From an optimization exercise on the open Yosys and OpenROAD flow, aimed at a short achievable clock period and few clock cycles; shortcuts taken in it are not production practice.
RTL that was checked went through simulation tests only; none was proved equivalent to the original.
For runs 1 and 3, only the layout was checked, not whether the RTL still works.
Power and IR drop assume default switching activity.

### design/flow/design.v
 module rv_top
    #(parameter
        DPWIDTH = 32,
        RFSIZE  = 32
    )
 (
     output logic [DPWIDTH-1:0] imem_addr,
     output logic [DPWIDTH-1:0] dmem_addr,
     output logic [DPWIDTH-1:0] dmem_dataout,
     output logic memrw,
     input logic [DPWIDTH-1:0] dmem_datain,
     input logic [DPWIDTH-1:0] imem_datain,
     input logic clk,
     input logic rst
 );
 logic [31:0] fa;                  
 logic        f1_v, f1_pred;
 logic [31:0] f1_pc, f1_ptgt;
 logic        d_v;
 logic [31:0] d_pc, d_tgt, d_imm;
 logic [4:0]  d_rd;
 logic [31:1] d_oh1, d_oh2;        
 logic        d_m1e, d_m2e, d_m1m, d_m2m, d_byp1, d_byp2, d_haz;
 logic        d_use1, d_use2, d_wr, d_ld, d_st, d_cond, d_jal, d_bimm;
 logic        d_pred, d_jump;
 logic [31:0] d_ptgt, d_pc4;
 logic [9:0]  d_op;                
 logic        e_v;
 logic [31:0] e_a, e_b, e_s, e_tgt;
 logic        e_su, e_sum;
 logic [4:0]  e_rd;
 logic        e_wr, e_ld, e_st, e_cond;
 logic [9:0]  e_op;
 logic [31:0] m_res, m_sd;
 logic [4:0]  m_rd;
 logic        m_wr, m_ld, m_st;
 logic [31:0] w_res;
 logic [4:0]  w_rd;
 logic        w_wr, w_ld;
 localparam OP_ADD = 0, OP_SUB = 1, OP_SLL = 2, OP_SLT = 3, OP_SLTU = 4,
            OP_XOR = 5, OP_SRL = 6, OP_OR = 7, OP_AND = 8, OP_INV = 9;
 logic        red_e, red_d, take_f, haz_d, bfix_d;
 logic [31:0] red_d_tgt;
 logic [31:0] tgt_f;
 logic [31:0] fi;
 assign fi = imem_datain;
 logic f_jal, f_beq, f_same, f_r, f_addi, f_lw, f_sw;
 assign f_jal  = (fi[6:0] == 7'b1101111);
 assign f_beq  = (fi[6:0] == 7'b1100011) && (fi[14:12] == 3'b000);
 assign f_r    = (fi[6:0] == 7'b0110011);
 assign f_addi = (fi[6:0] == 7'b0010011) && (fi[14:12] == 3'b000);
 assign f_lw   = (fi[6:0] == 7'b0000011) && (fi[14:12] == 3'b010);
 assign f_sw   = (fi[6:0] == 7'b0100011) && (fi[14:12] == 3'b010);
 assign f_same = (fi[19:15] == fi[24:20]);
 logic [31:0] immb;
 assign immb = {{20{fi[31]}}, fi[7], fi[30:25], fi[11:8], 1'b0};
 logic [12:0] tlo;
 logic [19:0] f1_hip, f1_him;
 ks_add #(.W(12)) tadder (.a(f1_pc[11:0]), .b(immb[11:0]), .cin(1'b0), .s(tlo[11:0]), .cout(tlo[12]));
 always_comb begin
     tgt_f[11:0] = tlo[11:0];
     case ({fi[31], tlo[12]})
         2'b00: tgt_f[31:12] = f1_pc[31:12];
         2'b01: tgt_f[31:12] = f1_hip;
         2'b10: tgt_f[31:12] = f1_him;
         2'b11: tgt_f[31:12] = f1_pc[31:12];
     endcase
 end
 logic f_use1, f_use2;
 logic [31:1] f_oh1, f_oh2;
 assign f_use1 = (f_r || f_addi || f_lw || f_sw || f_beq) && (fi[19:15] != 5'd0);
 assign f_use2 = (f_r || f_sw || f_beq) && (fi[24:20] != 5'd0);
 always_comb
     for (int i = 1; i < 32; i++) begin
         f_oh1[i] = f_use1 && (fi[19:15] == i[4:0]);
         f_oh2[i] = f_use2 && (fi[24:20] == i[4:0]);
     end
 logic f_jump;
 assign f_jump = f_jal || (f_beq && f_same);
 assign take_f = f1_v && !f1_pred && f_jump;
 logic [9:0] f_op;
 always_comb begin
     f_op = '0;
     if (f_r) begin
         case ({fi[14:12], fi[30]})
             4'b0001: f_op[OP_SUB]  = 1'b1;
             4'b0010: f_op[OP_SLL]  = 1'b1;
             4'b0100: f_op[OP_SLT]  = 1'b1;
             4'b0110: f_op[OP_SLTU] = 1'b1;
             4'b1000: f_op[OP_XOR]  = 1'b1;
             4'b1010: f_op[OP_SRL]  = 1'b1;
             4'b1011: f_op[OP_SRL]  = 1'b1;
             4'b1100: f_op[OP_OR]   = 1'b1;
             4'b1110: f_op[OP_AND]  = 1'b1;
             default: f_op[OP_ADD]  = 1'b1;
         endcase
     end
     else if (f_addi)
         f_op[OP_INV] = 1'b1;
     else
         f_op[OP_ADD] = 1'b1;
 end
 logic [31:0] f_imm;
 always_comb
     if (f_jal)      f_imm = 32'd4;
     else if (f_sw)  f_imm = {{21{fi[31]}}, fi[30:25], fi[11:7]};
     else            f_imm = {{21{fi[31]}}, fi[30:20]};
 localparam BTB_IW = 5;
 localparam BTB_N  = 1 << BTB_IW;
 localparam BTB_TW = 7;
 logic [BTB_N-1:0]  btb_v;
 logic [BTB_TW-1:0] btb_tag [0:BTB_N-1];
 logic [31:0]       btb_tgt [0:BTB_N-1];
 logic [BTB_IW-1:0] fidx, widx, iidx;
 logic              btb_hit;
 logic [31:0]       btb_out;
 assign fidx    = fa[BTB_IW+1:2];
 assign btb_hit = btb_v[fidx] && (btb_tag[fidx] == fa[BTB_IW+BTB_TW+1:BTB_IW+2]);
 assign btb_out = btb_tgt[fidx];
 assign widx    = f1_pc[BTB_IW+1:2];
 assign iidx    = d_pc[BTB_IW+1:2];
 always_ff @(posedge clk or posedge rst)
     if (rst)
         btb_v <= '0;
     else if (take_f)
         btb_v[widx] <= 1'b1;
     else if (bfix_d)
         btb_v[iidx] <= 1'b0;
 always_ff @(posedge clk)
     if (take_f) begin
         btb_tag[widx] <= f1_pc[BTB_IW+BTB_TW+1:BTB_IW+2];
         btb_tgt[widx] <= tgt_f;
     end
 logic [31:0] fa_next, fa_o;
 always_comb
     if (red_e)         fa_next = e_tgt;
     else if (red_d)    fa_next = red_d_tgt;
     else if (take_f)   fa_next = tgt_f;
     else if (btb_hit)  fa_next = btb_out;
     else               fa_next = fa + 32'd4;
 always_ff @(posedge clk or posedge rst)
     if (rst) begin
         fa   <= 0;
         f1_v <= 1'b0;
     end
     else begin
         fa   <= fa_next;
         f1_v <= !(red_e || red_d || take_f);
     end
 always_ff @(posedge clk)
     fa_o <= rst ? 32'd0 : fa_next;
 always_ff @(posedge clk) begin
     f1_pc  <= fa;
     f1_pred <= btb_hit;
     f1_ptgt <= btb_out;
     f1_hip <= fa[31:12] + 20'd1;
     f1_him <= fa[31:12] - 20'd1;
 end
 assign imem_addr = fa_o;
 always_ff @(posedge clk or posedge rst)
     if (rst) d_v <= 1'b0;
     else     d_v <= f1_v && !red_e && !red_d;
 always_ff @(posedge clk) begin
     d_pc   <= f1_pc;
     d_pc4  <= f1_pc + 32'd4;
     d_pred <= f1_pred;
     d_ptgt <= f1_ptgt;
     d_jump <= f_jump;
     d_tgt  <= tgt_f;
     d_imm  <= f_imm;
     d_rd   <= fi[11:7];
     d_use1 <= f_use1;
     d_use2 <= f_use2;
     d_oh1  <= f_oh1;
     d_oh2  <= f_oh2;
     d_m1e  <= f_use1 && d_v && d_wr && (d_rd == fi[19:15]);
     d_m2e  <= f_use2 && d_v && d_wr && (d_rd == fi[24:20]);
     d_m1m  <= f_use1 && e_v && e_wr && (e_rd == fi[19:15]);
     d_m2m  <= f_use2 && e_v && e_wr && (e_rd == fi[24:20]);
     d_byp1 <= f_use1 && m_wr && (m_rd == fi[19:15]);
     d_byp2 <= f_use2 && m_wr && (m_rd == fi[24:20]);
     d_haz  <= (f_use1 && ((d_v && d_wr && d_ld && (d_rd == fi[19:15])) ||
                           (e_v && e_wr && e_ld && (e_rd == fi[19:15])))) ||
               (f_use2 && ((d_v && d_wr && d_ld && (d_rd == fi[24:20])) ||
                           (e_v && e_wr && e_ld && (e_rd == fi[24:20]))));
     d_wr   <= (f_r || f_addi || f_lw || f_jal) && (fi[11:7] != 5'd0);
     d_ld   <= f_lw;
     d_st   <= f_sw;
     d_cond <= f_beq && !f_same;
     d_jal  <= f_jal;
     d_bimm <= !(f_r || f_beq);
     d_op   <= f_op;
 end
 logic [31:0] rf [1:31];
 logic [31:0] wd;
 assign wd = w_ld ? dmem_datain : w_res;
 always_ff @(posedge clk)
     if (w_wr)
         rf[w_rd] <= wd;
 logic [31:0] rf1, rf2, r1, r2;
 always_comb begin
     rf1 = 32'd0;
     rf2 = 32'd0;
     for (int i = 1; i < 32; i++) begin
         rf1 = rf1 | ({32{d_oh1[i]}} & rf[i]);
         rf2 = rf2 | ({32{d_oh2[i]}} & rf[i]);
     end
     r1 = d_byp1 ? wd : rf1;
     r2 = d_byp2 ? wd : rf2;
 end
 logic m1e, m2e, m1m, m2m;
 assign m1e = d_m1e;
 assign m2e = d_m2e;
 assign m1m = d_m1m;
 assign m2m = d_m2m;
 assign haz_d = d_v && d_haz;
 assign bfix_d = d_v && d_pred && (!d_jump || (d_ptgt != d_tgt));
 assign red_d  = haz_d || bfix_d;
 assign red_d_tgt = haz_d ? d_pc : d_jump ? d_tgt : d_pc4;
 logic [31:0] res;
 logic [31:0] oa_early, ob_early, os_early;
 always_comb begin
     oa_early = d_jal ? d_pc : (m1m ? m_res : r1);
     os_early = m2m ? m_res : r2;
     ob_early = d_bimm ? d_imm : os_early;
 end
 always_ff @(posedge clk or posedge rst)
     if (rst) e_v <= 1'b0;
     else     e_v <= d_v && !red_e && !haz_d;
 always_ff @(posedge clk) begin
     e_a    <= m1e ? res : oa_early;
     e_b    <= (m2e && !d_bimm) ? res : ob_early;
     e_s    <= m2e ? res : os_early;
     e_tgt  <= d_tgt;
     e_rd   <= d_rd;
     e_wr   <= d_wr;
     e_ld   <= d_ld;
     e_st   <= d_st;
     e_cond <= d_cond;
     e_op   <= d_op;
     e_su   <= d_op[OP_SUB] || d_op[OP_SLT] || d_op[OP_SLTU];
     e_sum  <= d_op[OP_ADD] || d_op[OP_SUB];
 end
 logic [31:0] a, b, s;
 assign a = e_a;
 assign b = e_b;
 assign s = e_s;
 logic [31:0] sum, shl, shr;
 logic        cout, lts, ltu, big;
 ks_add #(.W(32)) adder (.a(a), .b(b ^ {32{e_su}}), .cin(e_su), .s(sum), .cout(cout));
 assign ltu = !cout;
 assign lts = (a[31] ^ b[31]) ? a[31] : sum[31];
 assign big = |b[31:5];
 assign shl = big ? 32'd0 : (a << b[4:0]);
 assign shr = big ? 32'd0 : (a >> b[4:0]);
 always_comb
     res = ({32{e_sum}}         & sum)
         | ({32{e_op[OP_INV]}}  & ~sum)
         | ({32{e_op[OP_SLL]}}  & shl)
         | ({32{e_op[OP_SRL]}}  & shr)
         | ({32{e_op[OP_SLT]}}  & {31'd0, lts})
         | ({32{e_op[OP_SLTU]}} & {31'd0, ltu})
         | ({32{e_op[OP_XOR]}}  & (a ^ b))
         | ({32{e_op[OP_OR]}}   & (a | b))
         | ({32{e_op[OP_AND]}}  & (a & b));
 assign red_e = e_v && e_cond && (a == s);
 always_ff @(posedge clk or posedge rst)
     if (rst) begin
         m_wr <= 1'b0;
         m_st <= 1'b0;
         m_ld <= 1'b0;
     end
     else begin
         m_wr <= e_v && e_wr;
         m_st <= e_v && e_st;
         m_ld <= e_v && e_ld;
     end
 logic [31:0] m_addr;
 always_ff @(posedge clk)
     if (e_v && (e_ld || e_st))
         m_addr <= res;
 always_ff @(posedge clk) begin
     m_res <= res;
     m_sd  <= s;
     m_rd  <= e_rd;
 end
 assign dmem_addr    = m_addr;
 assign dmem_dataout = m_sd;
 assign memrw        = m_st;
 always_ff @(posedge clk or posedge rst)
     if (rst) begin
         w_wr <= 1'b0;
         w_ld <= 1'b0;
     end
     else begin
         w_wr <= m_wr;
         w_ld <= m_ld;
     end
 always_ff @(posedge clk) begin
     w_res <= m_res;
     w_rd  <= m_rd;
 end
 endmodule
 module ks_add
    #(parameter W = 32)
 (
     input  logic [W-1:0] a,
     input  logic [W-1:0] b,
     input  logic         cin,
     output logic [W-1:0] s,
     output logic         cout
 );
 logic [W:0] g0, p0, g1, p1, g2, p2, g3, p3, g4, p4, g5, p5, g6;
 assign g0 = {a & b, cin};
 assign p0 = {a ^ b, 1'b0};
 always_comb
     for (int i = 0; i <= W; i++) begin
         g1[i] = (i >= 1)  ? (g0[i] | (p0[i] & g0[i-1]))  : g0[i];
         p1[i] = (i >= 1)  ? (p0[i] & p0[i-1])            : p0[i];
     end
 always_comb
     for (int i = 0; i <= W; i++) begin
         g2[i] = (i >= 2)  ? (g1[i] | (p1[i] & g1[i-2]))  : g1[i];
         p2[i] = (i >= 2)  ? (p1[i] & p1[i-2])            : p1[i];
     end
 always_comb
     for (int i = 0; i <= W; i++) begin
         g3[i] = (i >= 4)  ? (g2[i] | (p2[i] & g2[i-4]))  : g2[i];
         p3[i] = (i >= 4)  ? (p2[i] & p2[i-4])            : p2[i];
     end
 always_comb
     for (int i = 0; i <= W; i++) begin
         g4[i] = (i >= 8)  ? (g3[i] | (p3[i] & g3[i-8]))  : g3[i];
         p4[i] = (i >= 8)  ? (p3[i] & p3[i-8])            : p3[i];
     end
 always_comb
     for (int i = 0; i <= W; i++) begin
         g5[i] = (i >= 16) ? (g4[i] | (p4[i] & g4[i-16])) : g4[i];
         p5[i] = (i >= 16) ? (p4[i] & p4[i-16])           : p4[i];
     end
 always_comb
     for (int i = 0; i <= W; i++)
         g6[i] = (i >= 32) ? (g5[i] | (p5[i] & g5[i-32])) : g5[i];
 assign s    = p0[W:1] ^ g6[W-1:0];
 assign cout = g6[W];
 endmodule
### design/flow/config.mk
export PLATFORM = sky130hd
export DESIGN_NAME = rv_top
export DESIGN_NICKNAME = rv_top
export VERILOG_FILES = /design/flow/design.v
export SDC_FILE = /design/flow/constraint.sdc
export NUM_CORES = 4
export LEC_CHECK = 0
export CAP_MARGIN = 20
export CORE_MARGIN = 2
export CORE_UTILIZATION = 40
export PLACE_DENSITY = 0.6
export SLEW_MARGIN = 20
### design/flow/standard.sh
#!/bin/bash
# synth_recipe.tcl (not shown) runs the flow's synth.tcl, then flattens the netlist and writes it again
# the make line also repeats each setting of config.mk as NAME=value (left out here)
make -C /OpenROAD-flow-scripts/flow DESIGN_CONFIG=/design/flow/config.mk WORK_HOME=/design/flow/orfs CLKGATE_MAP_FILE= SYNTH_SCRIPT=/design/flow/synth_recipe.tcl "${@:-finish}"
### design/flow/constraint.sdc
create_clock -name core_clock -period 11.0 [get_ports {clk}]
set_input_delay 2.2000 -clock core_clock [delete_from_list [all_inputs] [get_ports {clk}]]
set_output_delay 2.2000 -clock core_clock [all_outputs]
set_load 0.01 [all_outputs]
### design/flow/flow/run.sh
#!/bin/bash
export SETUP_SLACK_MARGIN=${MY_SETUP_MARGIN:-7.5}
bash standard.sh > standard.log 2>&1
==> impl_metrics.yaml, run 1 <==
global_routing:
  grt_pass1_wl_mm: 756
  via_count_of_the_first_global_routing_pass: 87388
  gr-total-overflow: 0
  grt_antenna_before_repair: 41
  grt_util_all_layers_pct: 35.8
  grt_max_degree: 82
routing:
  drt_iter0_markers: 19934
  drt_wl_total_mm: 589
  dr_total_vias: 93349
  routed_wire_length_per_instance_um: 44.5
  route.detailed.vias_per_inst: 7.05
  firstDrtPassIters: 10
  ant_nets: 0
  drt_drc_violations_left: 0
floorplanning:
  vertical_extent_of_the_die_um: 554
  floorplan.initialDensity_pct: 40.3
  top_level_ports: 163
  die-width_um: 554
  placementRows: 201
  core_um2: 301000
  die_area_um2: 307000
cts:
  worst_setup_hold_path_clk_slew_ns: 0.06
  clockBufferDepth: 4
  cts-buffers-inserted: 315
  h-tree-depth: 5
  clk_sinks: 2962
  clock_insertion_delay_worst_skew_ns: 0.98
  ctsRootBufferMaster: "clkbuf_16"
  tritoncts_clock_tree: "built"
  cts.hold.buffers_added: 0
pwr:
  comb_power_share_pct: 25.4
  power.clock.fraction_pct: 33.5
  internal_power_uw: 23300
  power_frac_seq_pct: 41.1
  leakagePower_uw: 0.0540
  powerDensity_nw_per_um2: 215
  max-vdd-ir-drop_mv: 0.170
  power.share.switching_pct: 31.2
  power.total_uw: 33900
  p_sw_uw: 10600
sta:
  slew_violations: 0
  setup_violations: 0
  timing.final.hold_violations: 0
  slew_headroom_pct: 9.52
  period_minus_slack_ns: 4.55
  worst_pin_slew_ns: 1.34
  skew_ns: 0.0969
  totalNegativeSetupSlack_ns: 0
  rsz0062_at_grt: "true"
  fmax_mhz: 220
  fin_crit_sh_pct: 41.4
logic_synthesis:
  netlist.top_cell.by_area: "edfxtp_1"
  synthesis.area_per_instance_um2: 15.2
  postSynth.asyncResetShare_pct: 2.43
  mappedNetlistArea_um2: 121000
  synth.area.top_cells: "edfxtp_1, dfxtp_1, mux4_2, a22oi_1, mux2i_1"
  postSynth.topFlopCell: "edfxtp_1"
  synthCells: 7985
  yosysSeqAreaShare_pct: 68.1
  synth_edf_count: 2272
  netlist.area_leader.share_pct: 56.4
  synth-warning-count: 3
  postSynthRegisterBits: 2962
  synth.distinct_cells: 78
  synth.net_count: 8176
setup_path:
  timing.critical_path.fanout_max: 6
  critPathLaunch: "imem_datain[9]"
  capturing_element_type_of_the_critical_path: "register"
  worst-endpoint-required_ns: 11.84
  timing.setup.critical_path_class: "in -> reg"
  worstPathArrival_ns: 5.39
  worstRegToRegCells: 10
  critical_path.reg2reg.endpoint: "fa[30]"
  worst_setup_path_end: "fa_o[13]"
  ff2ff_setup_slack_ns: 6.69
  element_type_at_the_critical_path_start: "input port"
  worstReg2RegStart: "fa[6]"
placed_design:
  detailedPlacementHpwl_mm: 284
  port_buffers: 162
  gp_congestion: 0.960
final_layout:
  finish.net_count: 9199
  drive_gt1_share_pct: 30.1
  relative_area_change_from_synthesis_to_final_layout_pct: 30.1
hold_path:
  timing.hold.worst.class: "reg -> reg"
outcome:
  outcome: "no timing/DRC/antenna violations"
flow_run:
  max_cap_viol_count: 0
-- how the worst min path moves through the flow --
stage | startpoint | end | slack, ns | depth (start not counted)
after global routing | f1_ptgt[2] | d_ptgt[2] | 0.32 | 0
after detailed placement | f1_ptgt[23] | d_ptgt[23] | 0.31 | 0
after CTS | f1_ptgt[28] | d_ptgt[28] | 0.31 | 0
after global placement | f1_ptgt[2] | d_ptgt[2] | 0.31 | 0
final | f1_ptgt[16] | d_ptgt[16] | 0.32 | 0
after floorplan | f1_ptgt[0] | d_ptgt[0] | 0.31 | 0
-- layout by cell type (no fill, tap or decap), types with 114 or more instances in the layout --
master and count:
buf_6 278, nor2_1 279, nand2_1 321, buf_12 256
a221oi_1 182, mux4_2 422, edfxtp_1 2272, dfxtp_1 471
nand4_1 155, clkbuf_16 354, mux2i_1 169, inv_1 167
nand3_1 184, buf_16 197, buf_4 289, a22oi_1 644
a22o_1 178, xnor2_1 114, xor2_1 125, a21oi_1 258
-- cell type report --
type                    instances  area [µm²]
clock inverters               191        2320
clock buffers                 385        8420
inverters                     182         711
well taps                    3958        4950
fillers                     23311      143000
repair buffers               1177       18200
repair inverters                3        47.5
multi-input cells            4367       40000
flip-flops and latches       2962       82800
diodes                         22        55.1
-- synth_stat cells, types with 9 or more instances --
library cell	number
xnor2_1	127
dfxtp_1	618
buf_4	9
mux2i_1	189
a221oi_1	185
o21ai_0	193
dfrtp_1	72
nand3_1	198
or3_1	13
a22o_1	178
buf_1	80
nor2b_1	22
a21o_1	17
o211ai_1	30
nor4_1	80
mux2_2	37
o21bai_1	10
ha_1	124
inv_1	179
clkbuf_1	366
nand2b_1	31
nand3b_1	19
a211oi_1	107
a21oi_1	321
a221o_1	10
a31oi_1	19
nand2_1	364
and2_1	20
buf_2	50
a22oi_1	664
nand4_1	155
o21a_1	18
and4_1	10
o2bb2ai_1	9
edfxtp_1	2272
and3_1	28
mux4_2	422
xor2_1	141
o221ai_1	24
nor2_1	355
o211a_1	16
nor3_1	83
o22ai_1	15
-- stage by stage --
stage               setup slack (ns)  utilization, %  hold slack [ns]  area, µm²  cells
finish                          6.45            52.4            0.325     157000  13247
floorplan                       5.91               -            0.310     122000   7985
global placement                4.26            42.8            0.310     129000  11802
global route                    6.38            52.4            0.324     157000  13232
CTS                             6.65            51.0            0.310     153000  13052
detailed placement              4.27            42.8            0.312     129000  11803
-- critical path, cell delays in order --
cell       delay, ns
buf_8           0.10
ha_4            0.20
a21o_1          0.20
a21oi_4         0.14
o21ai_2         0.10
a21oi_4         0.17
o21ai_2         0.08
a31o_2          0.26
a21o_1          0.17
nand2_2         0.07
nand2b_4        0.09
ha_4            0.30
buf_6           0.13
buf_6           0.11
a22oi_2         0.20
buf_4           0.17
o21ai_4         0.07
a21oi_2         0.22
o2bb2ai_2       0.17
a21oi_4         0.06
and2_4          0.17
-- state kept, by name, summed over array words and instances (netlist names), 19 cells and up --
register and cells:
f1_him 20, m_res 32, btb_v 32, d_pc 30, d_oh2 31, fa 32
e_b 32, d_pc4 32, rf 992, f1_pc 32, e_a 32, e_tgt 32
f1_hip 19, d_ptgt 32, fa_o 32, w_res 32, f1_ptgt 32, d_tgt 31
d_oh1 31, e_s 32, btb_tgt 1024, btb_tag 224, m_addr 32, m_sd 32
-- power by group through the flow --
| stage | Clock, µW | Combinational [µW] | Sequential, µW |
|---|---|---|---|
| floorplan | 0 | 3400 | 13900 |
| global placement | 0 | 5260 | 14200 |
| detailed placement | 0 | 5350 | 14200 |
| CTS | 11200 | 7440 | 13900 |
| global route | 11700 | 8620 | 13900 |
| finish | 11400 | 8590 | 13900 |
-- what timing repair did --
action,CTS,global route
resized for setup,1551,414
gates cloned,217,37
setup buffers,456,136
endpoints found under the setup margin,2672,2348
pin swaps,217,186
-- routing by layer --
layer / global-route usage [%] / wire, µm / vias to the layer above
li1: - / - / 34141
met1: 44.3 / 191000 / 46307
met2: 51.3 / 243000 / 10109
met3: 13.4 / 95900 / 2766
met4: 26.3 / 58800 / 26
met5: 0 / 501 / -
-- logic make-up (layout without fill, tap and decap cells) --
group           after synthesis  after routing  synth area share (%)
simple gates               1413           1427                  5.63
other cells                   0             22                     0
fa+ha+maj                   125            125                  1.30
flops                      2962           2962                  68.1
mux                         648            648                  9.76
compound gates             1878           1897                  11.1
buf+inv                     691           1938                  2.25
xor+xnor                    268            270                  1.94
==> run 2, diff against run 1 <==
--- a/design/flow/design.v
+++ b/design/flow/design.v
@@ -19,3 +19,3 @@
  logic        d_v;
- logic [31:0] d_pc, d_tgt, d_imm;
+ logic [31:0] d_pc, d_imm;
  logic [4:0]  d_rd;
@@ -25,2 +25,3 @@
  logic        d_pred, d_jump;
+ logic [31:0] d_immb;
  logic [31:0] d_ptgt, d_pc4;
@@ -28,3 +29,4 @@
  logic        e_v;
- logic [31:0] e_a, e_b, e_s, e_tgt;
+ logic [31:0] e_a, e_b, e_s, e_tgt, e_pc, e_ptgt;
+ logic        e_pjmp;
  logic        e_su, e_sum;
@@ -41,5 +43,5 @@
             OP_XOR = 5, OP_SRL = 6, OP_OR = 7, OP_AND = 8, OP_INV = 9;
- logic        red_e, red_d, take_f, haz_d, bfix_d;
+ logic        red_e, red_d, take_d, haz_d, bfix_d, bfix_e, brm_e;
  logic [31:0] red_d_tgt;
- logic [31:0] tgt_f;
+ logic [31:0] tgt_d;
  logic [31:0] fi;
@@ -56,18 +58,6 @@
  assign immb = {{20{fi[31]}}, fi[7], fi[30:25], fi[11:8], 1'b0};
- logic [12:0] tlo;
- logic [19:0] f1_hip, f1_him;
- ks_add #(.W(12)) tadder (.a(f1_pc[11:0]), .b(immb[11:0]), .cin(1'b0), .s(tlo[11:0]), .cout(tlo[12]));
- always_comb begin
-     tgt_f[11:0] = tlo[11:0];
-     case ({fi[31], tlo[12]})
-         2'b00: tgt_f[31:12] = f1_pc[31:12];
-         2'b01: tgt_f[31:12] = f1_hip;
-         2'b10: tgt_f[31:12] = f1_him;
-         2'b11: tgt_f[31:12] = f1_pc[31:12];
-     endcase
- end
  logic f_use1, f_use2;
  logic [31:1] f_oh1, f_oh2;
- assign f_use1 = (f_r || f_addi || f_lw || f_sw || f_beq) && (fi[19:15] != 5'd0);
- assign f_use2 = (f_r || f_sw || f_beq) && (fi[24:20] != 5'd0);
+ assign f_use1 = (f_r || f_addi || f_lw || f_sw || (f_beq && !f_same)) && (fi[19:15] != 5'd0);
+ assign f_use2 = (f_r || f_sw || (f_beq && !f_same)) && (fi[24:20] != 5'd0);
  always_comb
@@ -79,3 +69,2 @@
  assign f_jump = f_jal || (f_beq && f_same);
- assign take_f = f1_v && !f1_pred && f_jump;
  logic [9:0] f_op;
@@ -109,7 +98,7 @@
  localparam BTB_N  = 1 << BTB_IW;
- localparam BTB_TW = 7;
+ localparam BTB_TW = 10 - BTB_IW;
  logic [BTB_N-1:0]  btb_v;
  logic [BTB_TW-1:0] btb_tag [0:BTB_N-1];
- logic [31:0]       btb_tgt [0:BTB_N-1];
- logic [BTB_IW-1:0] fidx, widx, iidx;
+ logic [11:1]       btb_tgt [0:BTB_N-1];
+ logic [BTB_IW-1:0] fidx, widx, eidx;
  logic              btb_hit;
@@ -118,5 +107,5 @@
  assign btb_hit = btb_v[fidx] && (btb_tag[fidx] == fa[BTB_IW+BTB_TW+1:BTB_IW+2]);
- assign btb_out = btb_tgt[fidx];
- assign widx    = f1_pc[BTB_IW+1:2];
- assign iidx    = d_pc[BTB_IW+1:2];
+ assign btb_out = {fa[31:12], btb_tgt[fidx], 1'b0};
+ assign widx    = d_pc[BTB_IW+1:2];
+ assign eidx    = e_pc[BTB_IW+1:2];
  always_ff @(posedge clk or posedge rst)
@@ -124,10 +113,14 @@
          btb_v <= '0;
-     else if (take_f)
-         btb_v[widx] <= 1'b1;
-     else if (bfix_d)
-         btb_v[iidx] <= 1'b0;
+     else begin
+         if (take_d)
+             btb_v[widx] <= 1'b1;
+         else if (bfix_d)
+             btb_v[widx] <= 1'b0;
+         if (bfix_e)
+             btb_v[eidx] <= 1'b0;
+     end
  always_ff @(posedge clk)
-     if (take_f) begin
-         btb_tag[widx] <= f1_pc[BTB_IW+BTB_TW+1:BTB_IW+2];
-         btb_tgt[widx] <= tgt_f;
+     if (take_d) begin
+         btb_tag[widx] <= d_pc[BTB_IW+BTB_TW+1:BTB_IW+2];
+         btb_tgt[widx] <= tgt_d[11:1];
      end
@@ -135,5 +128,4 @@
  always_comb
-     if (red_e)         fa_next = e_tgt;
+     if (brm_e)         fa_next = e_tgt;
      else if (red_d)    fa_next = red_d_tgt;
-     else if (take_f)   fa_next = tgt_f;
      else if (btb_hit)  fa_next = btb_out;
@@ -147,3 +139,3 @@
          fa   <= fa_next;
-         f1_v <= !(red_e || red_d || take_f);
+         f1_v <= !(brm_e || red_d);
      end
@@ -155,4 +147,2 @@
      f1_ptgt <= btb_out;
-     f1_hip <= fa[31:12] + 20'd1;
-     f1_him <= fa[31:12] - 20'd1;
  end
@@ -161,3 +151,3 @@
      if (rst) d_v <= 1'b0;
-     else     d_v <= f1_v && !red_e && !red_d;
+     else     d_v <= f1_v && !brm_e && !red_d;
  always_ff @(posedge clk) begin
@@ -168,3 +158,3 @@
      d_jump <= f_jump;
-     d_tgt  <= tgt_f;
+     d_immb <= immb;
      d_imm  <= f_imm;
@@ -216,5 +206,7 @@
  assign haz_d = d_v && d_haz;
- assign bfix_d = d_v && d_pred && (!d_jump || (d_ptgt != d_tgt));
- assign red_d  = haz_d || bfix_d;
- assign red_d_tgt = haz_d ? d_pc : d_jump ? d_tgt : d_pc4;
+ assign tgt_d = d_pc + d_immb;
+ assign take_d = d_v && d_jump && !d_pred;
+ assign bfix_d = d_v && d_pred && !d_jump;
+ assign red_d  = haz_d || take_d || bfix_d;
+ assign red_d_tgt = haz_d ? d_pc : take_d ? tgt_d : d_pc4;
  logic [31:0] res;
@@ -228,3 +220,3 @@
      if (rst) e_v <= 1'b0;
-     else     e_v <= d_v && !red_e && !haz_d;
+     else     e_v <= d_v && !brm_e && !haz_d;
  always_ff @(posedge clk) begin
@@ -233,3 +225,6 @@
      e_s    <= m2e ? res : os_early;
-     e_tgt  <= d_tgt;
+     e_tgt  <= tgt_d;
+     e_pc   <= d_pc;
+     e_pjmp <= d_pred && d_jump;
+     e_ptgt <= d_ptgt;
      e_rd   <= d_rd;
@@ -266,2 +261,4 @@
  assign red_e = e_v && e_cond && (a == s);
+ assign bfix_e = e_v && e_pjmp && (e_ptgt != e_tgt);
+ assign brm_e = red_e || bfix_e;
  always_ff @(posedge clk or posedge rst)
==> impl_metrics.yaml, run 2 <==
outcome:
  outcome: "no timing/DRC/antenna violations"
routing:
  dr_total_vias: 71398
  drt_wl_total_mm: 398
  drt_iter0_markers: 14412
  firstDrtPassIters: 10
  ant_nets: 0
  route.detailed.vias_per_inst: 6.95
  routed_wire_length_per_instance_um: 38.7
  drt_drc_violations_left: 0
cts:
  tritoncts_clock_tree: "built"
  cts.hold.buffers_added: 0
  clockBufferDepth: 3
  clk_sinks: 2158
  worst_setup_hold_path_clk_slew_ns: 0.07
  ctsRootBufferMaster: "clkbuf_16"
  h-tree-depth: 4
  cts-buffers-inserted: 212
  clock_insertion_delay_worst_skew_ns: 0.90
sta:
  setup_violations: 0
  period_minus_slack_ns: 3.83
  fmax_mhz: 261
  slew_headroom_pct: 13.3
  rsz0062_at_grt: "true"
  totalNegativeSetupSlack_ns: 0
  skew_ns: 0.0572
  fin_crit_sh_pct: 34.8
  fin_worst_hold_slack_ns: 0.305
  timing.final.hold_violations: 0
  worst_pin_slew_ns: 1.29
  slew_violations: 0
final_layout:
  relative_area_change_from_synthesis_to_final_layout_pct: 17.4
  layout.area.seq_um2: 59300
  filler_cell_count: 19896
  largest-register: "rf"
  flip_flop_count_of_the_largest_register_after_layout: 992
  layout_common_cells: "edfxtp_1, a22oi_1, dfxtp_1, a21oi_1, nor2_1"
  finish.net_count: 7253
  finish.utilization_pct: 47.1
  finalInstanceArea_um2: 108000
  largest_registers: "rf (992), btb_tgt (352), btb_tag (160)"
  most_common_cell_after_layout_fill_and_taps_aside: "edfxtp_1"
  drive_gt1_share_pct: 20.5
  multi_input_comb_area_um2: 32500
logic_synthesis:
  mappedNetlistArea_um2: 92100
  postSynth.asyncResetShare_pct: 3.34
  yosysSeqAreaShare_pct: 64.0
  netlist.area_leader.share_pct: 50.1
  synth-warning-count: 2
  synthesis.area_per_instance_um2: 13.6
  synth.area.top_cells: "edfxtp_1, dfxtp_1, a22oi_1, mux4_2, mux2i_1"
  most_used_standard_cells_in_the_synthesized_netlist: "edfxtp_1, a22oi_1, dfxtp_1, nor2_1, clkbuf_1"
  synth.net_count: 6986
  synth.distinct_cells: 90
  postSynthRegisterBits: 2158
  synth.most_common_cell: "edfxtp_1"
  netlist.top_cell.by_area: "edfxtp_1"
  synthCells: 6779
  synth_edf_count: 1536
  postSynth.topFlopCell: "edfxtp_1"
placed_design:
  gp_congestion: 0.957
  port_buffers: 162
  detailedPlacementHpwl_mm: 224
  placement_cell_area_um2: 97800
floorplanning:
  die_area_um2: 234000
  core_um2: 229000
  die-width_um: 484
  vertical_extent_of_the_die_um: 484
  floorplan.initialDensity_pct: 40.1
  placementRows: 176
  top_level_ports: 163
pwr:
  powerDensity_nw_per_um2: 205
  leakagePower_uw: 0.0371
  max-vdd-ir-drop_mv: 0.212
  power.total_uw: 22200
setup_path:
  worst-endpoint-required_ns: 8.80
  timing.setup.critical_path_class: "reg -> out"
  crit_buf_inv: 1
  critical-path-top-delay-family: "flip-flops"
  ff2ff_setup_slack_ns: 7.26
  cp_slowest_cell: "edfxtp_1"
  capturing_element_type_of_the_critical_path: "output pin"
  element_type_at_the_critical_path_start: "register"
  worstPathArrival_ns: 1.63
  crit_chain: "buf_2"
  critical_path.max_stage_delay_ns: 0.56
  timing.critical_path.fanout_max: 1
global_routing:
  grt.busiest_layer: "met2"
  grt_util_met1_pct: 41.3
  grt_util_all_layers_pct: 32.6
  grt_antenna_before_repair: 33
  grt_pass1_wl_mm: 537
  grt_max_degree: 73
  gr-total-overflow: 0
  gr-usage-met2_pct: 48.2
  via_count_of_the_first_global_routing_pass: 66892
  met3_track_utilization_from_global_routing_pct: 11.3
hold_path:
  timing.hold.worst.class: "reg -> reg"
flow_run:
  max_cap_viol_count: 0
[run 2: cell count changes after synthesis, moves of 18 or more]
| cell | previous run | this run |
|---|---|---|
| buf_2 | 50 | 25 |
| edfxtp_1 | 2272 | 1536 |
| a21o_1 | 17 | 51 |
| mux4_2 | 422 | 194 |
| nand2_1 | 364 | 261 |
| clkbuf_1 | 366 | 323 |
| xor2_1 | 141 | 108 |
| a21oi_1 | 321 | 300 |
| and2_1 | 20 | 51 |
| dfxtp_1 | 618 | 550 |
| o21ai_0 | 193 | 157 |
| and3_1 | 28 | 46 |
[run 2: path summary, 6_finish.rpt]
kind / startpoint / end / cells after the start
worst min register to register: f1_ptgt[1] / d_ptgt[1] / 0
min in group asynchronous: rst / fa[26] / 3
worst min-delay path: f1_ptgt[1] / d_ptgt[1] / 0
worst max register to register: fa[2] / fa_o[3] / 13
max in group asynchronous: rst / w_wr / 4
worst max-delay path: m_addr[14] / dmem_addr[14] / 1
[run 2: timing repair]
item                                    4_1_cts  5_1_grt
endpoints found under the setup margin      541      357
resized for setup                           764      225
gates cloned                                 12        3
hold endpoints to repair                      0        0
pin swaps                                    64       88
setup buffers                                84       50
[run 2: final cells by class]
type | count | share of cell area (%)
tap | 3026 | 3.50
timing repair buffer | 486 | 4.34
multi-input combinational | 4015 | 30.1
antenna | 25 | 0.0578
inverter | 171 | 0.614
sequential | 2158 | 54.8
clock buffer | 286 | 5.59
clock inverter | 106 | 1.00
timing repair inverter | 2 | 0.0116
[run 2: cells by family after synthesis]
logic type | Yosys count | synth area share, %
buf+inv | 608 | 2.64
mux | 409 | 7.13
simple gates | 1343 | 7.24
flops | 2158 | 64.0
compound gates | 1882 | 14.8
fa+ha+maj | 141 | 1.92
xor+xnor | 238 | 2.26
[run 2: metal layers]
layer	up-vias	wire length, µm
met4	12	30100
met3	1663	57600
met5	-	123
met1	35455	140000
met2	6771	170000
li1	27497	-
[run 2: power by group]
part / total [µW] / switching (µW) / internal [µW]
logic: 4410 / 2690 / 1730
clock network: 7520 / 3270 / 4250
registers: 10300 / 576 / 9700
[run 2: per-stage QoR]
stage | std cells | setup WS (ns)
floorplan | 6779 | 7.14
global placement | 9708 | 5.91
detailed placement | 9709 | 5.91
CTS | 10197 | 7.16
global route | 10260 | 7.13
finish | 10275 | 7.17
Testbench counts of run 2, summed over its fixed seeds: cycles 45,532.
==> run 3, diff against run 2 <==
--- a/design/flow/design.v
+++ b/design/flow/design.v
@@ -19,3 +19,3 @@
  logic        d_v;
- logic [31:0] d_pc, d_imm;
+ logic [31:0] d_pc, d_ir, d_imm;
  logic [4:0]  d_rd;
@@ -23,5 +23,6 @@
  logic        d_m1e, d_m2e, d_m1m, d_m2m, d_byp1, d_byp2, d_haz;
+ logic        d_ldb1, d_ldb2, d_resb2;    
  logic        d_use1, d_use2, d_wr, d_ld, d_st, d_cond, d_jal, d_bimm;
  logic        d_pred, d_jump;
- logic [31:0] d_immb;
+ logic [31:0] d_immb;    
  logic [31:0] d_ptgt, d_pc4;
@@ -56,4 +57,2 @@
  assign f_same = (fi[19:15] == fi[24:20]);
- logic [31:0] immb;
- assign immb = {{20{fi[31]}}, fi[7], fi[30:25], fi[11:8], 1'b0};
  logic f_use1, f_use2;
@@ -91,7 +90,2 @@
  end
- logic [31:0] f_imm;
- always_comb
-     if (f_jal)      f_imm = 32'd4;
-     else if (f_sw)  f_imm = {{21{fi[31]}}, fi[30:25], fi[11:7]};
-     else            f_imm = {{21{fi[31]}}, fi[30:20]};
  localparam BTB_IW = 5;
@@ -158,4 +152,3 @@
      d_jump <= f_jump;
-     d_immb <= immb;
-     d_imm  <= f_imm;
+     d_ir   <= fi;
      d_rd   <= fi[11:7];
@@ -169,4 +162,9 @@
      d_m2m  <= f_use2 && e_v && e_wr && (e_rd == fi[24:20]);
-     d_byp1 <= f_use1 && m_wr && (m_rd == fi[19:15]);
-     d_byp2 <= f_use2 && m_wr && (m_rd == fi[24:20]);
+     d_byp1 <= f_use1 && m_wr && !m_ld && (m_rd == fi[19:15]);
+     d_byp2 <= f_use2 && m_wr && !m_ld && (m_rd == fi[24:20]);
+     d_ldb1 <= f_use1 && m_wr && m_ld && (m_rd == fi[19:15]) &&
+               !(d_v && d_wr && (d_rd == fi[19:15])) && !(e_v && e_wr && (e_rd == fi[19:15]));
+     d_ldb2 <= f_use2 && m_wr && m_ld && (m_rd == fi[24:20]) &&
+               !(d_v && d_wr && (d_rd == fi[24:20])) && !(e_v && e_wr && (e_rd == fi[24:20]));
+     d_resb2 <= f_use2 && d_v && d_wr && (d_rd == fi[24:20]) && !(f_addi || f_lw || f_sw);
      d_haz  <= (f_use1 && ((d_v && d_wr && d_ld && (d_rd == fi[19:15])) ||
@@ -189,3 +187,3 @@
          rf[w_rd] <= wd;
- logic [31:0] rf1, rf2, r1, r2;
+ logic [31:0] rf1, rf2, r1, r2;   
  always_comb begin
@@ -197,4 +195,4 @@
      end
-     r1 = d_byp1 ? wd : rf1;
-     r2 = d_byp2 ? wd : rf2;
+     r1 = d_byp1 ? w_res : rf1;
+     r2 = d_byp2 ? w_res : rf2;
  end
@@ -206,2 +204,7 @@
  assign haz_d = d_v && d_haz;
+ always_comb
+     if (d_jal)      d_imm = 32'd4;
+     else if (d_st)  d_imm = {{21{d_ir[31]}}, d_ir[30:25], d_ir[11:7]};
+     else            d_imm = {{21{d_ir[31]}}, d_ir[30:20]};
+ assign d_immb = {{20{d_ir[31]}}, d_ir[7], d_ir[30:25], d_ir[11:8], 1'b0};
  assign tgt_d = d_pc + d_immb;
@@ -213,2 +216,5 @@
  logic [31:0] oa_early, ob_early, os_early;
+ logic        d_su, d_inv;
+ assign d_su  = d_op[OP_SUB] || d_op[OP_SLT] || d_op[OP_SLTU] || d_op[OP_INV];
+ assign d_inv = d_op[OP_INV];
  always_comb begin
@@ -222,5 +228,6 @@
  always_ff @(posedge clk) begin
-     e_a    <= m1e ? res : oa_early;
-     e_b    <= (m2e && !d_bimm) ? res : ob_early;
-     e_s    <= m2e ? res : os_early;
+     e_a    <= m1e ? (d_inv ? ~res : res) : (d_ldb1 ? dmem_datain : oa_early) ^ {32{d_inv}};
+     e_b    <= d_resb2 ? (d_su ? ~res : res) :
+               ((d_ldb2 && !d_bimm) ? dmem_datain : ob_early) ^ {32{d_su}};
+     e_s    <= m2e ? res : d_ldb2 ? dmem_datain : os_early;
      e_tgt  <= tgt_d;
@@ -235,4 +242,4 @@
      e_op   <= d_op;
-     e_su   <= d_op[OP_SUB] || d_op[OP_SLT] || d_op[OP_SLTU];
-     e_sum  <= d_op[OP_ADD] || d_op[OP_SUB];
+     e_su   <= d_su;
+     e_sum  <= d_op[OP_ADD] || d_op[OP_SUB] || d_op[OP_INV];
  end
@@ -244,5 +251,5 @@
  logic        cout, lts, ltu, big;
- ks_add #(.W(32)) adder (.a(a), .b(b ^ {32{e_su}}), .cin(e_su), .s(sum), .cout(cout));
+ ks_add #(.W(32)) adder (.a(a), .b(b), .cin(e_su), .s(sum), .cout(cout));
  assign ltu = !cout;
- assign lts = (a[31] ^ b[31]) ? a[31] : sum[31];
+ assign lts = (a[31] ^ !b[31]) ? a[31] : sum[31];
  assign big = |b[31:5];
@@ -252,3 +259,2 @@
      res = ({32{e_sum}}         & sum)
-         | ({32{e_op[OP_INV]}}  & ~sum)
          | ({32{e_op[OP_SLL]}}  & shl)
@@ -276,6 +282,7 @@
  always_ff @(posedge clk)
-     if (e_v && (e_ld || e_st))
-         m_addr <= res;
+     m_addr <= res;
+ always_ff @(posedge clk)
+     if (e_v && e_wr)
+         m_res <= res;
  always_ff @(posedge clk) begin
-     m_res <= res;
      m_sd  <= s;
==> impl_metrics.yaml, run 3 <==
outcome:
  outcome: "no timing/DRC/antenna violations"
sta:
  slew_violations: 0
  fmax_mhz: 263
  period_minus_slack_ns: 3.81
  slew_headroom_pct: 7.91
  setup_violations: 0
  totalNegativeSetupSlack_ns: 0
  worst_pin_slew_ns: 1.38
  timing.final.hold_violations: 0
  skew_ns: 0.105
  fin_crit_sh_pct: 34.6
  rsz0062_at_grt: "true"
logic_synthesis:
  yosysSeqAreaShare_pct: 63.4
  synth-compound-area-share_pct: 16.2
  synthesis.area_per_instance_um2: 13.5
  synth-warning-count: 2
  synthXorXnorAreaFrac_pct: 2.27
  postSynth.topFlopCell: "edfxtp_1"
  synth.most_common_cell: "edfxtp_1"
  synth.area.top_cells: "edfxtp_1, dfxtp_1, mux4_2, a221oi_1, a22o_1"
  postSynth.asyncResetShare_pct: 3.34
  post_synthesis_share_of_cell_area_spent_on_full_adders_half_adders_and_majority_gates_pct: 1.52
  dominant_combinational_cell_family_by_area_after_synthesis: "compound AO/OA/AOI/OAI gates"
  postSynthRegisterBits: 2153
  post_synth_mux_area_share_pct: 6.90
  synth.distinct_cells: 99
  synth_edf_count: 1536
  post_synth_and_or_nand_nor_area_fraction_pct: 6.97
  synthCells: 6862
  most_used_standard_cells_in_the_synthesized_netlist: "edfxtp_1, dfxtp_1, nand2_1, clkbuf_1, a22oi_1"
  synth.net_count: 7039
  netlist.area_leader.share_pct: 49.7
  netlist.top_cell.by_area: "edfxtp_1"
  mappedNetlistArea_um2: 92700
setup_path:
  timing.critical_path.fanout_max: 21
  ff2ff_setup_slack_ns: 7.19
  worstRegToRegCells: 10
  cp_slowest_cell: "o211ai_1"
  crit_buf_inv: 4
  critical_path.reg2reg.endpoint: "e_b[17]"
  critical-path-top-delay-family: "compound AO/OA/AOI/OAI gates"
  capturing_element_type_of_the_critical_path: "register"
  timing.setup.critical_path_class: "reg -> reg"
  worstReg2RegStart: "d_byp2"
  worstPathArrival_ns: 4.54
  cell_seen_most_often_among_critical_path_stages: "buf_4"
  critical_path.max_stage_delay_ns: 0.68
  element_type_at_the_critical_path_start: "register"
  crit_chain: "buf_4 > buf_4 > inv_4 > buf_8 > o32ai_1 > o211ai_1 > o21ai_0 > a211oi_1 > a21oi_1 > xnor2_1"
  worst-endpoint-required_ns: 11.73
final_layout:
  drive_gt1_share_pct: 21.4
  layout_common_cells: "edfxtp_1, nand2_1, a22oi_1, dfxtp_1"
  flip_flop_count_of_the_largest_register_after_layout: 992
  relative_area_change_from_synthesis_to_final_layout_pct: 18.1
  filler_cell_count: 19975
  finish.net_count: 7283
  most_common_cell_after_layout_fill_and_taps_aside: "edfxtp_1"
  largest_registers: "rf (992), btb_tgt (352), btb_tag (160)"
  largest-register: "rf"
placed_design:
  gp_congestion: 0.971
  detailedPlacementHpwl_mm: 242
  port_buffers: 162
floorplanning:
  floorplan.initialDensity_pct: 40.3
  die_area_um2: 236000
  top_level_ports: 163
  placementRows: 176
  vertical_extent_of_the_die_um: 486
  die-width_um: 486
  core_um2: 230000
cts:
  clk_sinks: 2153
  h-tree-depth: 4
  clockBufferDepth: 3
  worst_setup_hold_path_clk_slew_ns: 0.06
  ctsRootBufferMaster: "clkbuf_16"
  clock_insertion_delay_worst_skew_ns: 0.94
  tritoncts_clock_tree: "built"
  cts-buffers-inserted: 217
  cts.hold.buffers_added: 0
routing:
  drt_iter0_markers: 14767
  route.detailed.vias_per_inst: 7.04
  firstDrtPassIters: 15
  routed_wire_length_per_instance_um: 40.0
  dr_total_vias: 73004
  ant_nets: 0
  drt_drc_violations_left: 0
  drt_wl_total_mm: 415
flow_run:
  max_cap_viol_count: 0
hold_path:
  hold_depth: 0
  timing.hold.worst.class: "reg -> reg"
  holdPathEnd: "d_ptgt[10]"
  hp-start: "f1_ptgt[10]"
pwr:
  powerDensity_nw_per_um2: 196
  max-vdd-ir-drop_mv: 0.181
  leakagePower_uw: 0.0372
  power.total_uw: 21400
global_routing:
  via_count_of_the_first_global_routing_pass: 68229
  gr-total-overflow: 0
  grt_util_all_layers_pct: 34.0
  grt_antenna_before_repair: 40
  grt_max_degree: 81
  grt_pass1_wl_mm: 559
[run 3: cell count changes after synthesis, moves of 62 or more]
cell | before | now
a21oi_1 | 300 | 216
a221oi_1 | 182 | 336
a22o_1 | 179 | 329
a22oi_1 | 667 | 344
mux2i_1 | 181 | 119
nand2_1 | 261 | 415
o211ai_1 | 25 | 97
o21ai_0 | 157 | 287
[run 3: metal layers]
| metal | GRT usage, % | part of all wire (%) |
|---|---|---|
| met5 | 0.184 | 0.054 |
| met4 | 23.3 | 8.7 |
| met3 | 12.4 | 15 |
| met2 | 48.0 | 41 |
| met1 | 43.4 | 35 |
[run 3: worst max-delay path by stage]
stage | start | end | depth (start not counted)
final | d_byp2 | e_b[17] | 10
after global routing | e_b[1] | e_b[0] | 21
after CTS | m_addr[15] | dmem_addr[15] | 1
after detailed placement | fa[2] | fa_o[1] | 11
after global placement | fa[2] | fa_o[1] | 11
after floorplan | imem_datain[23] | d_oh2[11] | 9
[run 3: timing repair]
item / 4_1_cts / 5_1_grt
cloned: 16 / 5
hold endpoints to repair: 0 / 0
pin swaps: 36 / 73
resized for setup: 804 / 210
setup endpoints to repair: 907 / 274
buffers inserted: 73 / 40
[run 3: area by class of cell]
class	count	area, µm²	area share (%)
repair buffers	507	5100	4.65
clock buffers	291	5970	5.45
inverters	141	604	0.552
clock inverters	122	1510	1.38
diodes	37	92.6	0.0845
multi-input cells	4084	33100	30.2
repair inverters	2	32.5	0.0297
well taps	3026	3790	3.46
flip-flops and latches	2153	59400	54.2
[run 3: logic make-up (layout without fill, tap and decap cells)]
group                    count (synthesis)  count (layout)
multiplexers                           376             376
AO/OA/AOI/OAI                         2020            2020
other                                    0              37
XOR/XNOR                               240             240
buffers and inverters                  627            1063
adder cells (fa/ha/maj)                111             111
AND/OR/NAND/NOR                       1335            1337
flip-flops                            2153            2153
[run 3: stage by stage]
step	worst slack (ns)	instance area [µm²]	hold WS (ns)	cells	util (%)
floorplan	7.29	93100	0.310	6862	-
global placement	5.64	98500	0.310	9774	42.8
detailed placement	5.79	98600	0.312	9775	42.8
CTS	7.31	108000	0.301	10277	46.9
global route	7.26	109000	0.322	10335	47.5
finish	7.19	110000	0.312	10363	47.6
[run 3: where the power goes]
part	internal, µW	switching, µW
logic	1530	2380
clock network	4310	3410
registers	9410	409
total	15300	6190
==> run 4, diff against run 3 <==
--- a/design/flow/design.v
+++ b/design/flow/design.v
@@ -32,3 +32,3 @@
  logic        e_pjmp;
- logic        e_su, e_sum;
+ logic        e_su, e_inv, e_sum;
  logic [4:0]  e_rd;
@@ -216,5 +216,2 @@
  logic [31:0] oa_early, ob_early, os_early;
- logic        d_su, d_inv;
- assign d_su  = d_op[OP_SUB] || d_op[OP_SLT] || d_op[OP_SLTU] || d_op[OP_INV];
- assign d_inv = d_op[OP_INV];
  always_comb begin
@@ -228,5 +225,4 @@
  always_ff @(posedge clk) begin
-     e_a    <= m1e ? (d_inv ? ~res : res) : (d_ldb1 ? dmem_datain : oa_early) ^ {32{d_inv}};
-     e_b    <= d_resb2 ? (d_su ? ~res : res) :
-               ((d_ldb2 && !d_bimm) ? dmem_datain : ob_early) ^ {32{d_su}};
+     e_a    <= m1e ? res : d_ldb1 ? dmem_datain : oa_early;
+     e_b    <= d_resb2 ? res : (d_ldb2 && !d_bimm) ? dmem_datain : ob_early;
      e_s    <= m2e ? res : d_ldb2 ? dmem_datain : os_early;
@@ -242,3 +238,4 @@
      e_op   <= d_op;
-     e_su   <= d_su;
+     e_su   <= d_op[OP_SUB] || d_op[OP_SLT] || d_op[OP_SLTU] || d_op[OP_INV];
+     e_inv  <= d_op[OP_INV];
      e_sum  <= d_op[OP_ADD] || d_op[OP_SUB] || d_op[OP_INV];
@@ -251,5 +248,5 @@
  logic        cout, lts, ltu, big;
- ks_add #(.W(32)) adder (.a(a), .b(b), .cin(e_su), .s(sum), .cout(cout));
+ ks_add #(.W(32)) adder (.a(a ^ {32{e_inv}}), .b(b ^ {32{e_su}}), .cin(e_su), .s(sum), .cout(cout));
  assign ltu = !cout;
- assign lts = (a[31] ^ !b[31]) ? a[31] : sum[31];
+ assign lts = (a[31] ^ b[31]) ? a[31] : sum[31];
  assign big = |b[31:5];
==> impl_metrics.yaml, run 4 <==
cts:
  clk_sinks: 2154
  tritoncts_clock_tree: "built"
  ctsRootBufferMaster: "clkbuf_16"
  clock_insertion_delay_worst_skew_ns: 0.92
  worst_setup_hold_path_clk_slew_ns: 0.06
  cts-buffers-inserted: 219
  clockBufferDepth: 3
  h-tree-depth: 4
pwr:
  leakagePower_uw: 0.0382
  power.share.switching_pct: 29.3
  p_sw_uw: 6530
  comb_power_share_pct: 19.6
  power.clock.fraction_pct: 35.2
  internal_power_uw: 15700
  powerDensity_nw_per_um2: 203
  max-vdd-ir-drop_mv: 0.213
  power_frac_seq_pct: 45.2
logic_synthesis:
  synth-warning-count: 2
  synth.most_common_cell: "edfxtp_1"
  postSynth.asyncResetShare_pct: 3.34
  postSynthRegisterBits: 2154
  yosysSeqAreaShare_pct: 63.6
  most_used_standard_cells_in_the_synthesized_netlist: "edfxtp_1, dfxtp_1, nor2_1, clkbuf_1, a22oi_1"
  mappedNetlistArea_um2: 92500
  netlist.area_leader.share_pct: 49.9
  synthCells: 6835
  synth.net_count: 7042
  synth.area.top_cells: "edfxtp_1, dfxtp_1, mux4_2, a221oi_1, a22o_1"
  synthesis.area_per_instance_um2: 13.5
  synth_edf_count: 1536
  synth.distinct_cells: 94
  netlist.top_cell.by_area: "edfxtp_1"
  postSynth.topFlopCell: "edfxtp_1"
setup_path:
  worstPathArrival_ns: 4.40
  capturing_element_type_of_the_critical_path: "register"
  cp_slowest_cell: "or4b_4"
  crit_chain: "buf_12 > xor2_1 > ha_1 > and3b_1 > o21ai_2 > or4b_4 > nand4_1 > nand3_2 > a31o_4 > a221o_1 > mux2i_2 > o221ai_4 > mux2_4"
  element_type_at_the_critical_path_start: "register"
  critical_path.max_stage_delay_ns: 0.49
  critical-path-top-delay-family: "compound AO/OA/AOI/OAI gates"
  timing.setup.critical_path_class: "reg -> reg"
  crit_buf_inv: 1
  worst-endpoint-required_ns: 11.75
  timing.critical_path.fanout_max: 5
global_routing:
  via_count_of_the_first_global_routing_pass: 68839
  gr-total-overflow: 0
  grt_util_all_layers_pct: 34.5
  grt_pass1_wl_mm: 566
  grt_antenna_before_repair: 30
  grt_max_degree: 65
placed_design:
  placement_cell_area_um2: 98400
  port_buffers: 162
  placed_cells_incl_taps: 9786
  detailedPlacementHpwl_mm: 242
  gp_congestion: 0.965
sta:
  fin_worst_hold_slack_ns: 0.326
  skew_ns: 0.0950
  totalNegativeSetupSlack_ns: 0
  rsz0062_at_grt: "true"
  fin_crit_sh_pct: 33.2
  setup_violations: 0
  fmax_mhz: 274
  slew_violations: 0
  worst_pin_slew_ns: 1.26
  slew_headroom_pct: 16.0
  timing.final.hold_violations: 0
  period_minus_slack_ns: 3.65
routing:
  routed_wire_length_per_instance_um: 40.3
  dr_total_vias: 72582
  drt_iter0_markers: 15230
  drt_wl_total_mm: 419
  firstDrtPassIters: 13
  ant_nets: 0
  drt_drc_violations_left: 0
  route.detailed.vias_per_inst: 6.99
flow_run:
  max_cap_viol_count: 0
final_layout:
  largest-register: "rf"
  layoutNonFillerInstCount: 10381
  finalInstanceArea_um2: 110000
  most_common_cell_after_layout_fill_and_taps_aside: "edfxtp_1"
  drive_gt1_share_pct: 21.9
  layout_common_cells: "edfxtp_1, nor2_1, dfxtp_1, a22oi_1, a221oi_1"
  relative_area_change_from_synthesis_to_final_layout_pct: 18.5
  flip_flop_count_of_the_largest_register_after_layout: 992
  largest_registers: "rf (992), btb_tgt (352), btb_tag (160)"
  finish.net_count: 7340
floorplanning:
  top_level_ports: 163
  vertical_extent_of_the_die_um: 485
  floorplan.initialDensity_pct: 40.2
  placementRows: 176
  die_area_um2: 235000
  core_um2: 230000
  die-width_um: 485
hold_path:
  timing.hold.worst.class: "reg -> reg"
outcome:
  outcome: "no timing/DRC/antenna violations"
-- run 4: cell types whose count changed after synthesis, moves of 32 or more --
cell	change
a21oi_1	+97
ha_1	+32
mux2_2	+35
nand2_1	-108
nor2_1	+126
o211ai_1	-78
o21ai_0	-35
xnor2_1	-49
xor2_1	+82
-- run 4: final timing paths --
| check | from | slack (ns) | endpoint | cells after the start |
|---|---|---|---|---|
| worst max-delay path | e_b[1] | 7.35 | e_a[29] | 13 |
| worst min-delay path | f1_pc[0] | 0.33 | d_pc4[0] | 0 |
| worst max register to register | e_b[1] | 7.35 | e_a[29] | 13 |
| worst min register to register | f1_pc[0] | 0.33 | d_pc4[0] | 0 |
| max in group asynchronous | rst | 8.22 | fa[3] | 3 |
| min in group asynchronous | rst | 1.60 | fa[18] | 2 |
-- run 4: stage by stage --
| stage | setup slack [ns] | utilization, % | power [µW] |
|---|---|---|---|
| final | 7.35 | 47.7 | 22200 |
| after global routing | 7.21 | 47.6 | 22800 |
| after CTS | 7.31 | 47.0 | 22100 |
| after detailed placement | 5.69 | 42.8 | 14000 |
| after global placement | 5.73 | 42.8 | 13900 |
| after floorplan | 7.28 | - | 12300 |
-- run 4: metal layers --
layer / part of all wire [%] / track usage, % / wire length [µm] / vias up
met5: 0.075 / 0.674 / 312 / -
met4: 8.9 / 24.1 / 37200 / 24
met3: 14 / 11.9 / 59900 / 1821
met2: 42 / 49.7 / 175000 / 6942
met1: 35 / 43.5 / 146000 / 35972
li1: - / - / - / 27823
-- run 4: layout make-up --
cell class	count	area, µm²
flip-flops and latches	2154	59200
diodes	24	60.1
inverters	127	497
multi-input cells	4087	33000
well taps	3026	3790
repair inverters	1	7.51
clock inverters	124	1530
clock buffers	295	6070
fillers	19966	120000
repair buffers	543	5400
-- run 4: power groups by stage --
| stage | clock (µW) | sequential, µW | combinational [µW] |
|---|---|---|---|
| final | 7820 | 10000 | 4370 |
| after global routing | 8150 | 10100 | 4590 |
| after CTS | 7840 | 10000 | 4230 |
| after detailed placement | 0 | 10300 | 3700 |
| after global placement | 0 | 10200 | 3640 |
| after floorplan | 0 | 10000 | 2270 |
-- run 4: logic make-up (layout without fill, tap and decap cells) --
kind of cell | after synthesis | count (layout) | synth area share, %
DFF | 2154 | 2154 | 63.6
and+or+nand+nor | 1319 | 1319 | 6.76
xor gates and xnor gates | 273 | 273 | 2.59
buffers and inverters | 594 | 1090 | 2.55
AOI/OAI and AO/OA | 1957 | 1957 | 15.5
adders and majority gates | 141 | 141 | 1.92
muxes | 397 | 397 | 7.07
other | 0 | 24 | 0
-- run 4: repair_timing --
| item | in CTS | in global routing |
|---|---|---|
| pin swaps | 48 | 87 |
| setup buffers | 87 | 46 |
| gates resized for setup | 762 | 220 |
| hold buffers | 0 | 0 |
| setup endpoints to repair | 454 | 344 |
| cloned | 19 | 0 |
Testbench counts of run 4, summed over its fixed seeds: cycles 45,532.
==> run 5, diff against run 4 <==
==> design/flow/flow/run.sh (replaced) <==
#!/bin/bash
export SETUP_SLACK_MARGIN=${MY_SETUP_MARGIN:-8.0}
bash standard.sh > standard.log 2>&1
==> impl_metrics.yaml, run 5 <==
outcome:
  outcome: "no timing/DRC/antenna violations"
placed_design:
  detailedPlacementHpwl_mm: 235
  place_ws_ns: 5.64
  placed_cells_incl_taps: 9769
  port_buffers: 162
  gp_congestion: 0.976
cts:
  clock_insertion_delay_worst_skew_ns: 0.93
  clockBufferDepth: 3
  cts-buffers-inserted: 215
  clk_sinks: 2154
  worst_setup_hold_path_clk_slew_ns: 0.07
  cts.hold.buffers_added: 0
  ctsRootBufferMaster: "clkbuf_16"
  tritoncts_clock_tree: "built"
  h-tree-depth: 4
final_layout:
  layoutNonFillerInstCount: 10406
  most_common_cell_after_layout_fill_and_taps_aside: "edfxtp_1"
  largest_registers: "rf (992), btb_tgt (352), btb_tag (160)"
  finish.utilization_pct: 48.4
  finish.net_count: 7379
  largest-register: "rf"
  relative_area_change_from_synthesis_to_final_layout_pct: 20.4
  filler_cell_count: 19789
  multi_input_comb_area_um2: 34100
  layout.area.seq_um2: 59300
  layout_common_cells: "edfxtp_1, nor2_1, dfxtp_1, a22oi_1, a221oi_1"
  flip_flop_count_of_the_largest_register_after_layout: 992
  drive_gt1_share_pct: 24.3
routing:
  drt_drc_violations_left: 0
  drt_iter0_markers: 13848
  routed_wire_length_per_instance_um: 39.9
  drt_wl_total_mm: 415
  dr_total_vias: 72621
  ant_nets: 0
  route.detailed.vias_per_inst: 6.98
  firstDrtPassIters: 9
flow_run:
  max_cap_viol_count: 0
setup_path:
  timing.setup.critical_path_class: "reg -> reg"
  worstPathArrival_ns: 4.49
  timing.critical_path.fanout_max: 8
  capturing_element_type_of_the_critical_path: "register"
  worst-endpoint-required_ns: 11.74
  element_type_at_the_critical_path_start: "register"
logic_synthesis:
  most_used_standard_cells_in_the_synthesized_netlist: "edfxtp_1, dfxtp_1, nor2_1, clkbuf_1, a22oi_1"
  netlist.top_cell.by_area: "edfxtp_1"
  synth.area.top_cells: "edfxtp_1, dfxtp_1, mux4_2, a221oi_1, a22o_1"
  synth-warning-count: 2
  synthCells: 6835
  postSynth.asyncResetShare_pct: 3.34
  synth.distinct_cells: 94
  postSynth.topFlopCell: "edfxtp_1"
  yosysSeqAreaShare_pct: 63.6
  synthesis.area_per_instance_um2: 13.5
  synth.net_count: 7042
  netlist.area_leader.share_pct: 49.9
  synth_edf_count: 1536
  mappedNetlistArea_um2: 92500
  synth.most_common_cell: "edfxtp_1"
  postSynthRegisterBits: 2154
floorplanning:
  core_um2: 230000
  placementRows: 176
  floorplan.initialDensity_pct: 40.2
  vertical_extent_of_the_die_um: 485
  die_area_um2: 235000
  top_level_ports: 163
  die-width_um: 485
pwr:
  comb_power_share_pct: 19.4
  powerDensity_nw_per_um2: 198
  power.clock.fraction_pct: 34.6
  p_sw_uw: 6430
  internal_power_uw: 15600
  max-vdd-ir-drop_mv: 0.180
  power_frac_seq_pct: 45.9
  power.total_uw: 22000
  leakagePower_uw: 0.0390
  power.share.switching_pct: 29.2
global_routing:
  gr-total-overflow: 0
  grt_max_degree: 73
  grt_util_all_layers_pct: 34.1
  via_count_of_the_first_global_routing_pass: 68940
  grt_pass1_wl_mm: 560
  grt_antenna_before_repair: 45
sta:
  totalNegativeSetupSlack_ns: 0
  period_minus_slack_ns: 3.74
  worst_pin_slew_ns: 1.28
  setup_violations: 0
  fin_crit_sh_pct: 34.0
  postLayoutSetupSlackWorst_ns: 7.26
  slew_headroom_pct: 14.7
  fmax_mhz: 267
  timing.final.hold_violations: 0
  skew_ns: 0.0965
  rsz0062_at_grt: "true"
  slew_violations: 0
hold_path:
  timing.hold.worst.class: "reg -> reg"
[run 5: cell counts after synthesis]
No cell type changed its count.
[run 5: final cells by class]
| class | count | area share, % |
|---|---|---|
| Sequential cell | 2154 | 53.2 |
| Multi-Input combinational cell | 4087 | 30.6 |
| Clock buffer | 317 | 5.73 |
| Timing Repair Buffer | 586 | 5.63 |
| Tap cell | 3026 | 3.40 |
| Clock inverter | 93 | 0.920 |
| Inverter | 127 | 0.456 |
| Antenna cell | 15 | 0.0337 |
| Timing Repair inverter | 1 | 0.00674 |
[run 5: metal layers]
layer | share of wire (%) | vias to the layer above | GRT usage [%]
met1 | 34 | 35725 | 42.5
li1 | - | 27880 | -
met4 | 9.0 | 42 | 23.8
met3 | 15 | 1900 | 13.2
met5 | 0.13 | - | 1.10
met2 | 41 | 7074 | 48.3
[run 5: logic make-up after synthesis]
logic type               after synthesis  share of synthesized area, %
buffers and inverters                594                          2.55
XOR/XNOR                             273                          2.59
AND/OR/NAND/NOR                     1319                          6.76
AO/OA/AOI/OAI                       1957                          15.5
adder cells (fa/ha/maj)              141                          1.92
multiplexers                         397                          7.07
flip-flops                          2154                          63.6
[run 5: metrics by stage]
| stage | area, µm² | hold WS [ns] |
|---|---|---|
| after floorplan | 93100 | 0.310 |
| after global placement | 98500 | 0.310 |
| after detailed placement | 98500 | 0.312 |
| after CTS | 110000 | 0.324 |
| after global routing | 111000 | 0.327 |
| final | 111000 | 0.323 |
[run 5: critical path: stages, from the launching register on]
cell and delay, ns:
dfxtp_4 0.37, buf_12 0.15, xor2_1 0.14, ha_1 0.31
and3b_1 0.17, o21ai_1 0.14, or4b_4 0.48, nand4_1 0.17
nand3_4 0.16, a31o_4 0.30, a221o_1 0.39, mux2i_1 0.24
o221ai_2 0.22, mux2_4 0.32
[run 5: power groups by stage]
stage / clock [µW] / combinational, µW / sequential [µW]
final: 7630 / 4290 / 10100
after global routing: 7970 / 4520 / 10200
after CTS: 7640 / 4150 / 10100
after detailed placement: 0 / 3550 / 10300
after global placement: 0 / 3480 / 10300
after floorplan: 0 / 2340 / 10000
[run 5: repair_timing]
| action | in CTS | in global routing |
|---|---|---|
| pin swaps | 140 | 121 |
| gates resized for setup | 1133 | 271 |
| endpoints found under the setup margin | 954 | 647 |
| setup buffers | 143 | 49 |
| cloned | 17 | 3 |
[run 5: final timing paths]
path / from / to / slack [ns] / depth (start not counted)
worst min-delay path: d_ptgt[5] / e_ptgt[5] / 0.32 / 0
min in group asynchronous: rst / fa[24] / 1.79 / 2
worst max-delay path: e_su / e_a[29] / 7.26 / 13
max in group asynchronous: rst / w_ld / 8.06 / 3
worst min register to register: d_ptgt[5] / e_ptgt[5] / 0.32 / 0
worst max register to register: e_su / e_a[29] / 7.26 / 13

## what the ideal ports hide
Ports are ideal in the flow. The routed layouts listed here were re-timed in OpenROAD. Step 1, drivers: a clkbuf_16 drives clk and a buf_2 each remaining input, both assumed. Step 2 also shifts input and output timing later by t, the mid clock arrival at the registers, as if the neighbouring blocks saw the same clock. a / b / c = no drivers / after step 1 / after step 2; a / b = the first two.
run | shift t [ns] | setup WS [ns] | worst slew at a driven data input, ns | cell pins on the clock port's net
run 1 | 1.040 | 6.447 / 6.505 / 5.464 | 0.12 | 1
run 2 | 0.955 | 7.174 / 7.085 / 6.439 | 0.22 | 1
run 3 | 0.980 | 7.191 / 7.191 / 6.446 | 0.21 | 1
run 4 | 0.981 | 7.345 / 7.254 / 6.570 | 0.18 | 1
run 5 | 0.970 | 7.255 / 7.255 / 6.804 | 0.21 | 1
After both steps setup and hold are still met in every run listed. The setup slack of run 1, which loses most, moves by +0.058 ns with the drivers and by -0.983 ns with both steps.
